What follows belongs to an exercise in optimizing a design on an open flow for small area and a short achievable clock period; a production flow would make more cautious choices. Only simulation tests tie the RTL to the original design; equivalence was not proved.

--- design/flow/design.v ---
module fiveBitToAsciiDecoder(
	input [4:0]data,
	input mode,
	output [7:0]char
	);
	reg [7:0] next_char;
	always@(*)
	begin
		case({mode,data})
			6'b000000 : next_char = 8'b01100001;
			6'b000001 : next_char = 8'b01100010;
			6'b000010 : next_char = 8'b01100011;
			6'b000011 : next_char = 8'b01100100;
			6'b000100 : next_char = 8'b01100101;
			6'b000101 : next_char = 8'b01100110;
			6'b000110 : next_char = 8'b01100111;
			6'b000111 : next_char = 8'b01101000;
			6'b001000 : next_char = 8'b01101001;
			6'b001001 : next_char = 8'b01101010;
			6'b001010 : next_char = 8'b01101011;
			6'b001011 : next_char = 8'b01101100;
			6'b001100 : next_char = 8'b01101101;
			6'b001101 : next_char = 8'b01101110;
			6'b001110 : next_char = 8'b01101111;
			6'b001111 : next_char = 8'b01110000;
			6'b010000 : next_char = 8'b01110001;
			6'b010001 : next_char = 8'b01110010;
			6'b010010 : next_char = 8'b01110011;
			6'b010011 : next_char = 8'b01110100;
			6'b010100 : next_char = 8'b01110101;
			6'b010101 : next_char = 8'b01110110;
			6'b010110 : next_char = 8'b01110111;
			6'b010111 : next_char = 8'b01111000;
			6'b011000 : next_char = 8'b01111001;
			6'b011001 : next_char = 8'b01111010;
			6'b011010 : next_char = 8'b00100000;
			6'b011011 : next_char = 8'b00101100;
			6'b011100 : next_char = 8'b00101110;
			6'b011101 : next_char = 8'b00100001;
			6'b011110 : next_char = 8'b00101101;
			6'b011111 : next_char = 8'b00111111;
			6'b100000 : next_char = 8'b01000001;
			6'b100001 : next_char = 8'b01000010;
			6'b100010 : next_char = 8'b01000011;
			6'b100011 : next_char = 8'b01000100;
			6'b100100 : next_char = 8'b01000101;
			6'b100101 : next_char = 8'b01000110;
			6'b100110 : next_char = 8'b01000111;
			6'b100111 : next_char = 8'b01001000;
			6'b101000 : next_char = 8'b01001001;
			6'b101001 : next_char = 8'b01001010;
			6'b101010 : next_char = 8'b01001011;
			6'b101011 : next_char = 8'b01001100;
			6'b101100 : next_char = 8'b01001101;
			6'b101101 : next_char = 8'b01001110;
			6'b101110 : next_char = 8'b01001111;
			6'b101111 : next_char = 8'b01010000;
			6'b110000 : next_char = 8'b01010001;
			6'b110001 : next_char = 8'b01010010;
			6'b110010 : next_char = 8'b01010011;
			6'b110011 : next_char = 8'b01010100;
			6'b110100 : next_char = 8'b01010101;
			6'b110101 : next_char = 8'b01010110;
			6'b110110 : next_char = 8'b01010111;
			6'b110111 : next_char = 8'b01011000;
			6'b111000 : next_char = 8'b01011001;
			6'b111001 : next_char = 8'b01011010;
			6'b111010 : next_char = 8'b00100000;
			6'b111011 : next_char = 8'b00101100;
			6'b111100 : next_char = 8'b00101110;
			6'b111101 : next_char = 8'b00100001;
			6'b111110 : next_char = 8'b00101101;
			6'b111111 : next_char = 8'b00111111;
			default : next_char = 8'b00000000;
		endcase
	end
	assign char = next_char;
endmodule
module random_generator(
	input  rst,
	input  clk,
	input  ena,
	output [29:0]lfsr_next
);
	reg  [29:0] lfsr_reg;
	wire 		  feedback;
	always@(posedge clk or posedge rst) begin
		if (rst) begin
				lfsr_reg <= 30'b1000000000;
			end
		else if (ena) begin
				lfsr_reg <= lfsr_next;
			end
	end
	assign feedback = lfsr_reg[29] ^ lfsr_reg[28] ^ lfsr_reg[25] ^ lfsr_reg[24];
	assign lfsr_next = {lfsr_reg[28:0], feedback};
endmodule
module singleTeaBlock(
	input	clk,
	input [30:0]inLfsrState,
	input [127:0]key,
	input [63:0]inData,
	input [31:0]sum,
	output [63:0]outData,
	output [30:0]outLfsrState,
	output [127:0]keyOutput
);
	reg [31:0] block1;
	reg [31:0] block2;
	reg [31:0] b1, b2;
	reg [30:0] lfsrStateReg;
	reg [127:0] keyReg;
	always@(posedge clk)
	begin
		b2 = inData[31:0];
		b1 = inData[63:32];
		b2 = b2 - (((b1 << 4)+key[63:32]) ^ (b1 + sum) ^ ((b1 >> 5)+key[31:0]));
		b1 = b1 - (((b2 << 4)+key[127:96]) ^ (b2 + sum) ^ ((b2 >> 5)+key[95:64]));
		block2 <= b2;
		block1 <= b1;
		lfsrStateReg <= inLfsrState;
		keyReg <= key;
	end
	assign outData = {block1,block2};
	assign outLfsrState = lfsrStateReg;
	assign keyOutput = keyReg;
endmodule
module pdfCheckerFsm(
	input rst,
	input clk,
	input ena,
	input [63:0]data,
	output rdy
);
	reg state_reg, state_next;
	localparam finding = 1'b0, foundState = 1'b1;
	always@(posedge clk or posedge rst)
	begin
		if(rst)
			begin
			state_reg <= finding;
			end
		else if (ena)
			begin
			state_reg <= state_next;
			end
	end
	always@(*)
	begin
		case(state_reg)
			finding:	
					begin
						if(data[63:8]=="%PDF-1.")	
							state_next = foundState;
						else 
							state_next = finding;
					end
			foundState:
					begin
					state_next = finding;
					end
		endcase
	end
	assign rdy = state_next;
endmodule
module hulkFinder(
	input clk,
	input ena,
	input rst,
	input mode,
	input [31:0] dataA, dataB,
	output [31:0] result,
	output rdy
	);
	wire	[29:0] lfsr;
	wire	[7:0] char0;
	wire	[7:0] char1;
	wire	[7:0] char2;
	wire	[7:0] char3;
	wire	[7:0] char4;
	wire	[7:0] char5;
	wire	[127:0] key;
	wire	[63:0] decrypted;
	reg	[79:0] firstKeyPart;
	wire [63:0] teaWire01;
	wire [63:0] teaWire12;
	wire [63:0] teaWire23;
	wire [63:0] teaWire34;
	wire [63:0] teaWire45;
	wire [63:0] teaWire56;
	wire [63:0] teaWire67;
	wire [63:0] teaWire78;
	wire [63:0] teaWire89;
	wire [63:0] teaWire910;
	wire [63:0] teaWire1011;
	wire [63:0] teaWire1112;
	wire [63:0] teaWire1213;
	wire [63:0] teaWire1314;
	wire [63:0] teaWire1415;
	wire [63:0] teaWire1516;
	wire [63:0] teaWire1617;
	wire [63:0] teaWire1718;
	wire [63:0] teaWire1819;
	wire [63:0] teaWire1920;
	wire [63:0] teaWire2021;
	wire [63:0] teaWire2122;
	wire [63:0] teaWire2223;
	wire [63:0] teaWire2324;
	wire [63:0] teaWire2425;
	wire [63:0] teaWire2526;
	wire [63:0] teaWire2627;
	wire [63:0] teaWire2728;
	wire [63:0] teaWire2829;
	wire [63:0] teaWire2930;
	wire [63:0] teaWire3031;
	wire [63:0] teaWire3132;
	wire [30:0] LfsrStateWire0;
	wire [30:0] LfsrStateWire1;
	wire [30:0] LfsrStateWire2;
	wire [30:0] LfsrStateWire3;
	wire [30:0] LfsrStateWire4;
	wire [30:0] LfsrStateWire5;
	wire [30:0] LfsrStateWire6;
	wire [30:0] LfsrStateWire7;
	wire [30:0] LfsrStateWire8;
	wire [30:0] LfsrStateWire9;
	wire [30:0] LfsrStateWire10;
	wire [30:0] LfsrStateWire11;
	wire [30:0] LfsrStateWire12;
	wire [30:0] LfsrStateWire13;
	wire [30:0] LfsrStateWire14;
	wire [30:0] LfsrStateWire15;
	wire [30:0] LfsrStateWire16;
	wire [30:0] LfsrStateWire17;
	wire [30:0] LfsrStateWire18;
	wire [30:0] LfsrStateWire19;
	wire [30:0] LfsrStateWire20;
	wire [30:0] LfsrStateWire21;
	wire [30:0] LfsrStateWire22;
	wire [30:0] LfsrStateWire23;
	wire [30:0] LfsrStateWire24;
	wire [30:0] LfsrStateWire25;
	wire [30:0] LfsrStateWire26;
	wire [30:0] LfsrStateWire27;
	wire [30:0] LfsrStateWire28;
	wire [30:0] LfsrStateWire29;
	wire [30:0] LfsrStateWire30;
	wire [30:0] LfsrStateWire31;
	wire [127:0] keyWire0;
	wire [127:0] keyWire1;
	wire [127:0] keyWire2;
	wire [127:0] keyWire3;
	wire [127:0] keyWire4;
	wire [127:0] keyWire5;
	wire [127:0] keyWire6;
	wire [127:0] keyWire7;
	wire [127:0] keyWire8;
	wire [127:0] keyWire9;
	wire [127:0] keyWire10;
	wire [127:0] keyWire11;
	wire [127:0] keyWire12;
	wire [127:0] keyWire13;
	wire [127:0] keyWire14;
	wire [127:0] keyWire15;
	wire [127:0] keyWire16;
	wire [127:0] keyWire17;
	wire [127:0] keyWire18;
	wire [127:0] keyWire19;
	wire [127:0] keyWire20;
	wire [127:0] keyWire21;
	wire [127:0] keyWire22;
	wire [127:0] keyWire23;
	wire [127:0] keyWire24;
	wire [127:0] keyWire25;
	wire [127:0] keyWire26;
	wire [127:0] keyWire27;
	wire [127:0] keyWire28;
	wire [127:0] keyWire29;
	wire [127:0] keyWire30;
	wire [127:0] keyWire31;
	assign result = {1'b0,LfsrStateWire31};
	always@(mode)
	begin
		if(mode==1'b0)
			firstKeyPart = 80'h48756c6b206973207468;
		else
			firstKeyPart = 80'h48554c4b204953205448;
	end
	assign key = {firstKeyPart,char5,char4,char3,char2,char1,char0};
	random_generator gen0(
		.rst	(rst),
		.clk	(clk),
		.ena	(ena),
		.lfsr_next(lfsr)
	);
	pdfCheckerFsm fsm0(
		.rst(rst),
		.clk(clk),
		.ena(ena),
		.data(decrypted),
		.rdy(rdy)
	);
	fiveBitToAsciiDecoder dec0(
		.data(lfsr[4:0]),
		.mode(mode),
		.char(char0)
	);
	fiveBitToAsciiDecoder dec1(
		.data(lfsr[9:5]),
		.mode(mode),
		.char(char1)
	);
	fiveBitToAsciiDecoder dec2(
		.data(lfsr[14:10]),
		.mode(mode),
		.char(char2)
	);
	fiveBitToAsciiDecoder dec3(
		.data(lfsr[19:15]),
		.mode(mode),
		.char(char3)
	);
	fiveBitToAsciiDecoder dec4(
		.data(lfsr[24:20]),
		.mode(mode),
		.char(char4)
	);
	fiveBitToAsciiDecoder dec5(
		.data(lfsr[29:25]),
		.mode(mode),
		.char(char5)
	);
	singleTeaBlock tea0(
		.key(key),
		.clk(clk),
		.inData({dataA,dataB}),
		.sum(32'hc6ef3720),
		.outData(teaWire01),
		.inLfsrState({mode, lfsr[29:0]}),
		.outLfsrState(LfsrStateWire0),
		.keyOutput(keyWire0)
	);
	singleTeaBlock tea1(
		.key(keyWire0),
		.clk(clk),
		.inData(teaWire01),
		.sum(32'h28b7bd67),
		.outData(teaWire12),
		.inLfsrState(LfsrStateWire0),
		.outLfsrState(LfsrStateWire1),
		.keyOutput(keyWire1)
	);
	singleTeaBlock tea2(
		.key(keyWire1),
		.clk(clk),
		.inData(teaWire12),
		.sum(32'h8a8043ae),
		.outData(teaWire23),
		.inLfsrState(LfsrStateWire1),
		.outLfsrState(LfsrStateWire2),
		.keyOutput(keyWire2)
	);
	singleTeaBlock tea3(
		.key(keyWire2),
		.clk(clk),
		.inData(teaWire23),
		.sum(32'hec48c9f5),
		.outData(teaWire34),
		.inLfsrState(LfsrStateWire2),
		.outLfsrState(LfsrStateWire3),
		.keyOutput(keyWire3)
	);
	singleTeaBlock tea4(
		.key(keyWire3),
		.clk(clk),
		.inData(teaWire34),
		.sum(32'h4e11503c),
		.outData(teaWire45),
		.inLfsrState(LfsrStateWire3),
		.outLfsrState(LfsrStateWire4),
		.keyOutput(keyWire4)
	);
	singleTeaBlock tea5(
		.key(keyWire4),
		.clk(clk),
		.inData(teaWire45),
		.sum(32'hafd9d683),
		.outData(teaWire56),
		.inLfsrState(LfsrStateWire4),
		.outLfsrState(LfsrStateWire5),
		.keyOutput(keyWire5)
	);
	singleTeaBlock tea6(
		.key(keyWire5),
		.clk(clk),
		.inData(teaWire56),
		.sum(32'h11a25cca),
		.outData(teaWire67),
		.inLfsrState(LfsrStateWire5),
		.outLfsrState(LfsrStateWire6),
		.keyOutput(keyWire6)
	);
	singleTeaBlock tea7(
		.key(keyWire6),
		.clk(clk),
		.inData(teaWire67),
		.sum(32'h736ae311),
		.outData(teaWire78),
		.inLfsrState(LfsrStateWire6),
		.outLfsrState(LfsrStateWire7),
		.keyOutput(keyWire7)
	);
	singleTeaBlock tea8(
		.key(keyWire7),
		.clk(clk),
		.inData(teaWire78),
		.sum(32'hd5336958),
		.outData(teaWire89),
		.inLfsrState(LfsrStateWire7),
		.outLfsrState(LfsrStateWire8),
		.keyOutput(keyWire8)
	);
	singleTeaBlock tea9(
		.key(keyWire8),
		.clk(clk),
		.inData(teaWire89),
		.sum(32'h36fbef9f),
		.outData(teaWire910),
		.inLfsrState(LfsrStateWire8),
		.outLfsrState(LfsrStateWire9),
		.keyOutput(keyWire9)
	);
	singleTeaBlock tea10(
		.key(keyWire9),
		.clk(clk),
		.inData(teaWire910),
		.sum(32'h98c475e6),
		.outData(teaWire1011),
		.inLfsrState(LfsrStateWire9),
		.outLfsrState(LfsrStateWire10),
		.keyOutput(keyWire10)
	);
	singleTeaBlock tea11(
		.key(keyWire10),
		.clk(clk),
		.inData(teaWire1011),
		.sum(32'hfa8cfc2d),
		.outData(teaWire1112),
		.inLfsrState(LfsrStateWire10),
		.outLfsrState(LfsrStateWire11),
		.keyOutput(keyWire11)
	);
	singleTeaBlock tea12(
		.key(keyWire11),
		.clk(clk),
		.inData(teaWire1112),
		.sum(32'h5c558274),
		.outData(teaWire1213),
		.inLfsrState(LfsrStateWire11),
		.outLfsrState(LfsrStateWire12),
		.keyOutput(keyWire12)
	);
	singleTeaBlock tea13(
		.key(keyWire12),
		.clk(clk),
		.inData(teaWire1213),
		.sum(32'hbe1e08bb),
		.outData(teaWire1314),
		.inLfsrState(LfsrStateWire12),
		.outLfsrState(LfsrStateWire13),
		.keyOutput(keyWire13)
	);
	singleTeaBlock tea14(
		.key(keyWire13),
		.clk(clk),
		.inData(teaWire1314),
		.sum(32'h1fe68f02),
		.outData(teaWire1415),
		.inLfsrState(LfsrStateWire13),
		.outLfsrState(LfsrStateWire14),
		.keyOutput(keyWire14)
	);
	singleTeaBlock tea15(
		.key(keyWire14),
		.clk(clk),
		.inData(teaWire1415),
		.sum(32'h81af1549),
		.outData(teaWire1516),
		.inLfsrState(LfsrStateWire14),
		.outLfsrState(LfsrStateWire15),
		.keyOutput(keyWire15)
	);
	singleTeaBlock tea16(
		.key(keyWire15),
		.clk(clk),
		.inData(teaWire1516),
		.sum(32'he3779b90),
		.outData(teaWire1617),
		.inLfsrState(LfsrStateWire15),
		.outLfsrState(LfsrStateWire16),
		.keyOutput(keyWire16)
	);
	singleTeaBlock tea17(
		.key(keyWire16),
		.clk(clk),
		.inData(teaWire1617),
		.sum(32'h454021d7),
		.outData(teaWire1718),
		.inLfsrState(LfsrStateWire16),
		.outLfsrState(LfsrStateWire17),
		.keyOutput(keyWire17)
	);
	singleTeaBlock tea18(
		.key(keyWire17),
		.clk(clk),
		.inData(teaWire1718),
		.sum(32'ha708a81e),
		.outData(teaWire1819),
		.inLfsrState(LfsrStateWire17),
		.outLfsrState(LfsrStateWire18),
		.keyOutput(keyWire18)
	);
	singleTeaBlock tea19(
		.key(keyWire18),
		.clk(clk),
		.inData(teaWire1819),
		.sum(32'h8d12e65),
		.outData(teaWire1920),
		.inLfsrState(LfsrStateWire18),
		.outLfsrState(LfsrStateWire19),
		.keyOutput(keyWire19)
	);
	singleTeaBlock tea20(
		.key(keyWire19),
		.clk(clk),
		.inData(teaWire1920),
		.sum(32'h6a99b4ac),
		.outData(teaWire2021),
		.inLfsrState(LfsrStateWire19),
		.outLfsrState(LfsrStateWire20),
		.keyOutput(keyWire20)
	);
	singleTeaBlock tea21(
		.key(keyWire20),
		.clk(clk),
		.inData(teaWire2021),
		.sum(32'hcc623af3),
		.outData(teaWire2122),
		.inLfsrState(LfsrStateWire20),
		.outLfsrState(LfsrStateWire21),
		.keyOutput(keyWire21)
	);
	singleTeaBlock tea22(
		.key(keyWire21),
		.clk(clk),
		.inData(teaWire2122),
		.sum(32'h2e2ac13a),
		.outData(teaWire2223),
		.inLfsrState(LfsrStateWire21),
		.outLfsrState(LfsrStateWire22),
		.keyOutput(keyWire22)
	);
	singleTeaBlock tea23(
		.key(keyWire22),
		.clk(clk),
		.inData(teaWire2223),
		.sum(32'h8ff34781),
		.outData(teaWire2324),
		.inLfsrState(LfsrStateWire22),
		.outLfsrState(LfsrStateWire23),
		.keyOutput(keyWire23)
	);
	singleTeaBlock tea24(
		.key(keyWire23),
		.clk(clk),
		.inData(teaWire2324),
		.sum(32'hf1bbcdc8),
		.outData(teaWire2425),
		.inLfsrState(LfsrStateWire23),
		.outLfsrState(LfsrStateWire24),
		.keyOutput(keyWire24)
	);
	singleTeaBlock tea25(
		.key(keyWire24),
		.clk(clk),
		.inData(teaWire2425),
		.sum(32'h5384540f),
		.outData(teaWire2526),
		.inLfsrState(LfsrStateWire24),
		.outLfsrState(LfsrStateWire25),
		.keyOutput(keyWire25)
	);
	singleTeaBlock tea26(
		.key(keyWire25),
		.clk(clk),
		.inData(teaWire2526),
		.sum(32'hb54cda56),
		.outData(teaWire2627),
		.inLfsrState(LfsrStateWire25),
		.outLfsrState(LfsrStateWire26),
		.keyOutput(keyWire26)
	);
	singleTeaBlock tea27(
		.key(keyWire26),
		.clk(clk),
		.inData(teaWire2627),
		.sum(32'h1715609d),
		.outData(teaWire2728),
		.inLfsrState(LfsrStateWire26),
		.outLfsrState(LfsrStateWire27),
		.keyOutput(keyWire27)
	);
	singleTeaBlock tea28(
		.key(keyWire27),
		.clk(clk),
		.inData(teaWire2728),
		.sum(32'h78dde6e4),
		.outData(teaWire2829),
		.inLfsrState(LfsrStateWire27),
		.outLfsrState(LfsrStateWire28),
		.keyOutput(keyWire28)
	);
	singleTeaBlock tea29(
		.clk(clk),
		.key(keyWire28),
		.inData(teaWire2829),
		.sum(32'hdaa66d2b),
		.outData(teaWire2930),
		.inLfsrState(LfsrStateWire28),
		.outLfsrState(LfsrStateWire29),
		.keyOutput(keyWire29)
	);
	singleTeaBlock tea30(
		.clk(clk),
		.key(keyWire29),
		.inData(teaWire2930),
		.sum(32'h3c6ef372),
		.outData(teaWire3031),
		.inLfsrState(LfsrStateWire29),
		.outLfsrState(LfsrStateWire30),
		.keyOutput(keyWire30)
	);
	singleTeaBlock tea31(
		.clk(clk),
		.key(keyWire30),
		.inData(teaWire3031),
		.sum(32'h9e3779b9),
		.outData(decrypted),
		.inLfsrState(LfsrStateWire30),
		.outLfsrState(LfsrStateWire31),
		.keyOutput(keyWire31)
	);
endmodule
--- design/flow/run.sh ---
#!/bin/bash
# synth_recipe.tcl (not shown) runs the flow's synth.tcl, then flattens the netlist and writes it again
# the make line also repeats each setting of config.mk as NAME=value (left out here)
make -C /OpenROAD-flow-scripts/flow DESIGN_CONFIG=/design/flow/config.mk WORK_HOME=/design/flow/orfs CLKGATE_MAP_FILE= SYNTH_SCRIPT=/design/flow/synth_recipe.tcl finish
--- design/flow/config.mk ---
export PLATFORM = sky130hd
export DESIGN_NAME = hulkFinder
export DESIGN_NICKNAME = hulkFinder
export VERILOG_FILES = /design/flow/design.v
export SDC_FILE = /design/flow/constraint.sdc
export NUM_CORES = 4
export LEC_CHECK = 0
export CAP_MARGIN = 20
export CORE_MARGIN = 2
export CORE_UTILIZATION = 40
export SLEW_MARGIN = 20
--- design/flow/constraint.sdc ---
create_clock -name core_clock -period 11.0 [get_ports {clk}]
set_input_delay 2.2000 -clock core_clock [delete_from_list [all_inputs] [get_ports {clk}]]
set_output_delay 2.2000 -clock core_clock [all_outputs]
set_load 0.01 [all_outputs]
==> flow_metrics.py <==
metrics = {
    "clocking": {
        "cts_buffers": 522,
        "root_buffer": "clkbuf_16",
        "cts_tree": "done",
        "path_clk_slew_ns": 0.06,
        "clk_latency_ns": 1.13,
        "cts.sinks": 4396,
        "cts_hold_buffers": 0,
        "cts_buffer_depth": 4,
        "htreeDepth": 6,
    },
    "sta": {
        "drv_slew": 0,
        "finalClockSkew_ns": 0.0654,
        "fmax_mhz": 99.3,
        "worst_pin_slew_ns": 1.19,
        "tns_ns": 0,
        "hold_violations": 0,
        "rsz0062_at_grt": "false",
        "relSlewSlack_pct": 20.2,
        "period_share_pct": 91.6,
        "finalSetupViolations": 0,
        "post-route-min-period_ns": 10.07,
    },
    "drt": {
        "drt_iter0_drc": 22400,
        "vias_per_cell": 5.53,
        "vias": 288000,
        "drc": 0,
        "ant_nets": 0,
        "drt_pass1_iterations": 7,
        "wirelength_um": 1090000,
        "wl_per_cell_um": 20.9,
    },
    "placed_design": {
        "placed_cells": 51100,
        "portBuffers": 99,
        "dp_hpwl_um": 876000,
        "dpl_cell_area_um2": 362000,
        "gp_congestion": 0.920,
    },
    "worst_setup_path": {
        "startpoint_type": "flop",
        "rrSetupSlack_ns": 0.93,
        "crit_type": "reg -> reg",
        "critPathCapture": "tea8.block1[31]",
        "cp.required_ns": 11.95,
        "worst-r2r-cell-count": 39,
        "arrival_ns": 11.02,
        "endpoint_kind": "flop",
        "cpPeakStageDelay_ns": 0.71,
        "worst-path-max-fanout": 6,
        "cp_common_cell": "a21o_1",
        "slowest_stage": "a2111oi_1",
        "r2r-end": "tea8.block1[31]",
        "cp_num_cells": 39,
        "cp-startpoint": "tea7.block1[5]",
        "cp_top_family": "compound AO/OA/AOI/OAI gates",
        "timing.critical_path.buf_inv": 1,
        "reg2reg_from": "tea7.block1[5]",
    },
    "die": {
        "initial_core_util_pct": 40.1,
        "io_pins": 101,
        "fp.coreArea_um2": 861000,
        "num_rows": 341,
        "die_x_um": 933,
        "design.die.area_um2": 871000,
        "die_y_um": 933,
    },
    "yosys": {
        "synthFlopType": "dfxtp_1",
        "ys_async_sr_fraction_pct": 0.705,
        "synth_compound_area_share_pct": 18.8,
        "syn_area_um2": 345000,
        "synthesis.nets": 43400,
        "synth_seq_cells": 4396,
        "synthAdderAreaFrac_pct": 13.5,
        "synthMuxAreaShare_pct": 0.256,
        "syn_inst": 39700,
        "synth_top_family_by_area": "XOR/XNOR gates",
        "ys_warn_count": 5,
        "synth_xor_area_share_pct": 26.1,
        "synth_edf_count": 0,
        "synth_seq_area_share_pct": 25.5,
        "synth.distinct_cells": 139,
        "yosys.area_share.simple_pct": 13.1,
        "syn_area_per_cell_um2": 8.70,
    },
    "final_layout": {
        "syn2layout_area_growth_pct": 10.3,
        "drive_gt1_share_pct": 5.43,
        "stdcell_count": 52100,
        "fin_util_pct": 44.2,
        "nets": 43900,
        "fin_area_um2": 381000,
    },
    "run": {
        "max_cap_violations": 0,
    },
    "grt": {
        "grt_overflow": 0,
        "grt_pass1_wl_um": 1670000,
        "grt_pass1_vias": 280000,
        "grt_max_degree": 44,
        "grt_antenna_before_repair": 63,
        "grt_use_total_pct": 23.9,
    },
    "worst_hold_path": {
        "hold_path_startpoint": "tea28.lfsrStateReg[27]",
        "hp-class": "reg -> reg",
    },
    "status": {
        "status": "no timing/DRC/antenna violations",
    },
}
-- final cells by class --
cell class / count / area [um^2]
fill: 83700 / 481000
multi-input combinational: 32900 / 248000
sequential: 4396 / 88200
clock buffer: 677 / 14700
tap: 11500 / 14400
inverter: 1626 / 6100
timing repair buffer: 703 / 5550
clock inverter: 268 / 3600
antenna: 27 / 67.6
-- worst register-to-register path: cells and delay by family (launching register included) --
kind,cells,cell delay [ns]
AOI/OAI and AO/OA,21,5.22
and+or+nand+nor,8,1.41
adders and majority gates,4,1.36
xor gates and xnor gates,5,1.32
DFF,1,0.41
buffers and inverters,1,0.24
-- per-stage QoR --
step / hold WS, ns / setup WS [ns]
6_report: 0.283 / 0.926
5_1_grt: 0.281 / 0.123
4_1_cts: 0.283 / 0.888
3_5_place_dp: 0.312 / 0.175
3_3_place_gp: 0.310 / -0.183
2_1_floorplan: 0.310 / 1.58
-- synthesized netlist by cell type (all sizes together) (237+ instances only) --
cell type	count	area share (%)
xnor2	8602	22
o21a	478	1.0
nand2	2243	2.4
or3	265	0.48
a21oi	2603	3.8
clkbuf	706	0.77
nand4	244	0.44
ha	3523	13
nand3	848	1.2
a211oi	311	0.71
o211ai	237	0.52
and2	307	0.56
o21bai	458	1.0
o31ai	241	0.54
o21ai	1764	2.6
nand2b	404	0.73
nor2b	479	0.87
xor2	1438	3.7
inv	1571	1.7
a31oi	450	0.82
dfxtp	4365	25
nor2	2439	2.7
nor3	833	1.2
and3	386	0.70
a21o	1421	3.1
-- layout by cell type, fill, tap and decap left out, types with 93 or more instances in the layout --
| master | count |
|---|---|
| o2111ai_1 | 104 |
| nand4_1 | 244 |
| a21boi_0 | 155 |
| a31oi_1 | 447 |
| nand3b_1 | 96 |
| nor4_1 | 126 |
| nor3b_1 | 114 |
| a21oi_1 | 2588 |
| nand2b_1 | 403 |
| or3_1 | 262 |
| o21ai_1 | 118 |
| fa_1 | 128 |
| clkbuf_16 | 538 |
| a311oi_1 | 93 |
| a31o_2 | 155 |
| o31a_1 | 107 |
| o211ai_1 | 234 |
| ha_1 | 3523 |
| dfxtp_1 | 4365 |
| a211oi_1 | 290 |
| inv_1 | 1501 |
| buf_4 | 602 |
| o21a_1 | 477 |
| a21o_1 | 1421 |
| nor3_1 | 822 |
| and2_1 | 302 |
| a211o_1 | 158 |
| and3_1 | 386 |
| o21ai_0 | 1640 |
| o31ai_1 | 231 |
| or2_2 | 203 |
| o21bai_1 | 457 |
| nor2_1 | 2436 |
| clkdlybuf4s50_1 | 98 |
| nand2_1 | 2242 |
| nand3_1 | 848 |
| nor2b_1 | 479 |
| xor2_1 | 1423 |
| xnor2_1 | 8573 |
-- worst min-delay path by stage --
stage,endpoint,slack [ns],cells past startpoint
after floorplan,tea1.lfsrStateReg[0],0.31,0
after CTS,tea29.lfsrStateReg[27],0.28,0
after global routing,tea29.lfsrStateReg[27],0.28,0
after global placement,tea23.lfsrStateReg[9],0.31,0
after detailed placement,tea17.lfsrStateReg[13],0.31,0
final,tea29.lfsrStateReg[27],0.28,0
-- cells by family after synthesis --
kind of cell,after synthesis
other,1
flip-flops,4396
buffers and inverters,2403
adder cells (fa/ha/maj),3651
multiplexers,85
AO/OA/AOI/OAI,9766
XOR/XNOR,10100
AND/OR/NAND/NOR,9286
-- layer usage --
| layer | up-vias | global-route usage (%) | share of wire (%) |
|---|---|---|---|
| met2 | 8025 | 37.5 | 43 |
| met5 | - | 0 | 0.0038 |
| met4 | 6 | 7.13 | 3.3 |
| met1 | 138000 | 34.5 | 48 |
| met3 | 1543 | 2.38 | 5.4 |
| li1 | 141000 | - | - |
-- repair_timing --
item | 4_1_cts | 5_1_grt
setup buffers | 0 | 0
gates resized for setup | 0 | 1
setup endpoints to repair | 0 | 1

==> separate check: timing with driven ports <==
The results above use ideal ports. As a check the final layout listed here was re-extracted and re-timed, cells and wires unchanged.
Step 1 assumes that a clkbuf_16 drives the clock port and a buf_2 every other input.
Step 2 times the ports against the registers' clock, not the clock port: input delays grow and output delays shrink by t, the midpoint of the rising clock arrivals with the driver on.
Three values: no drivers, after step 1, after step 2; two values: the first two.
t (ns): 1.243
setup WS [ns]: 0.926 / 0.926 / 0.302
worst setup path at the end: input to register
After both steps this run still meets setup and hold. For this run, drivers alone change the setup slack by 0.000 ns; drivers and shift together by -0.624 ns.
